What follows belongs to an exercise in optimizing a design on an open flow for small area; a production flow would make more cautious choices.
Only simulation tests tie the RTL to the original design; equivalence was not proved.
Power and IR drop assume default switching activity.

==> flow/design.v <==
`timescale 1ns / 1ps
module Counter(
    input wire clk,
    input wire rst,
    input wire up,
    input wire down,
    input wire reset,
    input wire [3:0] amount,
    output wire [3:0] anodes,
    output wire [7:0] cathodes
);
    localparam [10:0] LF_POL = 11'b10101010101;
    reg [10:0] lf_r;
    wire [10:0] lf = lf_r ^ LF_POL;
    reg [2:0] q8;
    reg [2:0] q5;
    wire wrap = &lf;                             
    always @(posedge clk) begin
        if (rst) begin
            lf_r <= 11'b00111111110 ^ LF_POL;
            q8 <= 3'd0;
            q5 <= 3'b000;
        end else begin
            lf_r <= {lf[9:3], lf[2] ^ wrap, lf[1:0], lf[10] ^ lf[8]} ^ LF_POL;
            if (wrap) begin
                q8 <= q8 + 3'd1;
                q5 <= {q5[1:0], ~(q5[1] | q5[2])};
            end
        end
    end
    wire [1:0] idx = q8[2:1];
    wire q5_2 = q5[1] & q5[0];                   
    wire q5_4 = q5[2] & ~q5[1];                  
    wire sample = (lf == 11'b00000010100) && q5_2;    
    wire exam = (lf == 11'b01111111111) && q5_4;      
    reg [2:0] prev;
    reg [1:0] act;    
    always @(posedge clk) begin
        if (rst)
            prev <= 3'b000;
        else if (sample) begin
            prev <= {reset, down, up};
            if (reset & ~prev[2]) act <= 2'b11;
            else if (down & ~prev[1]) act <= 2'b10;
            else if (up & ~prev[0]) act <= 2'b01;
            else act <= 2'b00;
        end
    end
    reg [3:0] amt;
    reg rst_q;
    always @(posedge clk) begin
        amt <= amount;
        rst_q <= rst;
    end
    reg [7:0] value_n;
    wire [7:0] value = ~value_n;
    wire en_add = exam & (act == 2'b01);
    wire en_sub = exam & (act == 2'b10);
    wire clr = rst | (exam & (act == 2'b11));
    wire [7:0] step = {{4{en_sub}}, ({4{en_add}} & amt) | ({4{en_sub}} & ~amt)};
    always @(posedge clk)
        value_n <= clr ? 8'hff : ~(value + step + {7'd0, en_sub});
    wire sign = value[7];
    wire [7:0] n = sign ? -value : value;
    wire [3:0] q = n / 8'd10;           
    wire ge10 = q != 4'd0;
    wire ge100 = q >= 4'd10;
    wire [3:0] tens = ge100 ? q - 4'd10 : q;
    wire [3:0] units = n - {q, 3'b000} - {q, 1'b0};    
    reg [3:0] dig;
    reg show;
    always @(*) begin
        case (idx)
            2'd0: begin dig = units; show = 1'b1; end
            2'd1: begin dig = ge10 ? tens : 4'd10; show = ge10 | sign; end
            2'd2: begin dig = ge100 ? 4'd1 : 4'd10; show = ge100 | (ge10 & sign); end
            default: begin dig = 4'd10; show = ge100 & sign; end
        endcase
    end
    reg [6:0] seg;
    always @(*) begin
        case (dig)           
            4'd0: seg = 7'b0000001;
            4'd1: seg = 7'b1001111;
            4'd2: seg = 7'b0010010;
            4'd3: seg = 7'b0000110;
            4'd4: seg = 7'b1001100;
            4'd5: seg = 7'b0100100;
            4'd6: seg = 7'b0100000;
            4'd7: seg = 7'b0001111;
            4'd8: seg = 7'b0000000;
            4'd9: seg = 7'b0000100;
            default: seg = 7'b1111110;
        endcase
    end
    wire blank = rst_q | ~show;
    assign anodes = blank ? 4'b1111 : ~(4'b0001 << idx);
    assign cathodes = {blank ? 7'b1111111 : seg, 1'b1};
endmodule
clock: 15.0 ns
lec_check: 0
cap_margin: 20
core_area: 2.3 2.72 60.72 60.56
die_area: 0 0 63 63
slew_margin: 20
standard.sh (not shown) runs the stock make flow with config.mk's settings and CLKGATE_MAP_FILE= SYNTH_SCRIPT=/design/flow/synth_recipe.tcl, a recipe that flattens the netlist after the stock synthesis.
==> flow/flow/run.sh <==
#!/bin/bash
# Own layout flow: the standard flow (standard.sh, same make targets and
# settings) with an area-oriented logic synthesis and minimum-size port buffers.
#  - synthesis is the standard flow's synthesis script with full-adder extraction off and
#    the ABC mapping script replaced by flow/area.abc (deepsyn, amap and mfs3); it is run
#    with several ABC seeds, in parallel, and the smallest netlist is kept.
#    Registers and their names are those of the standard synthesis.
#  - port buffers are buf_1; CTS uses no dummy loads.
# Each tool's output goes to a log file in the work folder (synth_s*.log,
# flow_make.log) and ORFS's own logs under orfs*/logs.
set -euo pipefail
WORK=$(pwd)
FLOWDIR=$WORK/flow

sed 's|^\( *\)log_cmd abc {\*}$abc_args|\1log_cmd abc -script $::env(AREA_ABC_SCRIPT) {*}[lrange $abc_args 2 end]|' \
    "$FLOW_HOME/scripts/synth.tcl" > "$WORK/area_synth_body.tcl"
grep -q "AREA_ABC_SCRIPT" "$WORK/area_synth_body.tcl"
sed 's|source \$::env(SCRIPTS_DIR)/synth.tcl|source '"$WORK"'/area_synth_body.tcl|' \
    "$WORK/synth_recipe.tcl" > "$WORK/area_synth.tcl"
grep -q "area_synth_body.tcl" "$WORK/area_synth.tcl"

sed -e 's|SYNTH_SCRIPT=[^ ]*synth_recipe.tcl|SYNTH_SCRIPT='"$WORK"'/area_synth.tcl|' \
    -e 's|"\${@:-finish}"|ADDER_MAP_FILE= "BUFFER_PORTS_ARGS=-buffer_cell sky130_fd_sc_hd__buf_1" "CTS_ARGS=-sink_clustering_enable -repair_clock_nets -dont_use_dummy_load" "${@:-finish}"|' \
    "$WORK/standard.sh" > "$WORK/area_standard.sh"
grep -q "area_synth.tcl" "$WORK/area_standard.sh"

# Synthesis with several ABC seeds, in parallel
SEEDS="1 2 3 4 5 6 7 8 9 10 11 12"
PAR=${NUM_CORES:-4}
n=0
for s in $SEEDS; do
  sed "s/SEED/$s/g" "$FLOWDIR/area.abc" > "$WORK/area_s$s.abc"
  ( AREA_ABC_SCRIPT="$WORK/area_s$s.abc" bash "$WORK/area_standard.sh" WORK_HOME="$WORK/orfs_s$s" synth \
      > "$WORK/synth_s$s.log" 2>&1 || echo "seed $s failed" ) &
  n=$((n+1))
  if (( n % PAR == 0 )); then wait; fi
done
wait
best=""; best_area=""
for s in $SEEDS; do
  rpt="$WORK/orfs_s$s/reports/sky130hd/Counter/base/synth_stat.txt"
  [[ -f "$rpt" && -f "$WORK/orfs_s$s/results/sky130hd/Counter/base/1_synth.odb" ]] || continue
  a=$(grep "Chip area for module" "$rpt" | tail -1 | awk '{print $NF}')
  echo "seed $s area $a" | tee -a "$WORK/synth_choice.log"
  if [[ -z "$best" ]] || awk -v a="$a" -v b="$best_area" 'BEGIN{exit !(a<b)}'; then best=$s; best_area=$a; fi
done
[[ -n "$best" ]]
echo "chosen seed $best area $best_area" | tee -a "$WORK/synth_choice.log"
rm -rf "$WORK/orfs"
mv "$WORK/orfs_s$best" "$WORK/orfs"

# Rest of the standard flow on the chosen netlist
AREA_ABC_SCRIPT="$WORK/area_s$best.abc" bash "$WORK/area_standard.sh" > "$WORK/flow_make.log" 2>&1
Other scripts of this flow, unchanged in this note and not shown: flow/flow/area.abc
The starting point passed the timing, DRC and antenna checks.
Edit:
--- a/flow/design.v
+++ b/flow/design.v
@@ -51,16 +51,15 @@
     always @(posedge clk) begin
         amt <= amount;
         rst_q <= rst;
     end
-    reg [7:0] value_n;
-    wire [7:0] value = ~value_n;
+    reg [7:0] value;
     wire en_add = exam & (act == 2'b01);
     wire en_sub = exam & (act == 2'b10);
     wire clr = rst | (exam & (act == 2'b11));
     wire [7:0] step = {{4{en_sub}}, ({4{en_add}} & amt) | ({4{en_sub}} & ~amt)};
     always @(posedge clk)
-        value_n <= clr ? 8'hff : ~(value + step + {7'd0, en_sub});
+        value <= clr ? 8'd0 : value + step + {7'd0, en_sub};
     wire sign = value[7];
     wire [7:0] n = sign ? -value : value;
     wire [3:0] q = n / 8'd10;           
     wire ge10 = q != 4'd0;
What happened: Power went down by 23%. Final cell count goes up by 2.4%. Via count rose by 1.4%. Area after synthesis rises by 0.80%. Count of clock-buffer cells in the layout stays the same. Worst setup slack gains 0.82 ns. Wire length is higher by 6.8%. Flip-flop and latch count is unchanged. Design area rises by 0.73%. Die area does not change.

-- separate check: timing with driven ports --
The results above use ideal ports. As a check the final layouts listed here were re-extracted and re-timed, cells and wires unchanged.
Step 1: set_driving_cell puts a clkbuf_16 on clk and a buf_2 on each other input, an assumption about the parent block.
Step 2 moves the port delays by t, midway between the first and last clock arrival at a register: inputs arrive t later, outputs are due t later. That takes back most of the time a late clock gives input paths.
Three values: no drivers, after step 1, after step 2; two values: the first two.
| run | t, ns | setup slack, ns | hold slack, ns | clock arrival spread, ns | slew at the worst register clock pin (ns) |
|---|---|---|---|---|---|
| the first run | 0.341 | 5.474 / 5.452 / 5.793 | 0.394 / 0.394 / 0.394 | 0.016 / 0.016 | 0.10 / 0.10 |
| the second run | 0.340 | 6.296 / 6.274 / 6.614 | 0.404 / 0.404 / 0.404 | 0.029 / 0.029 | 0.11 / 0.11 |
After both steps setup and hold are still met in every run listed.
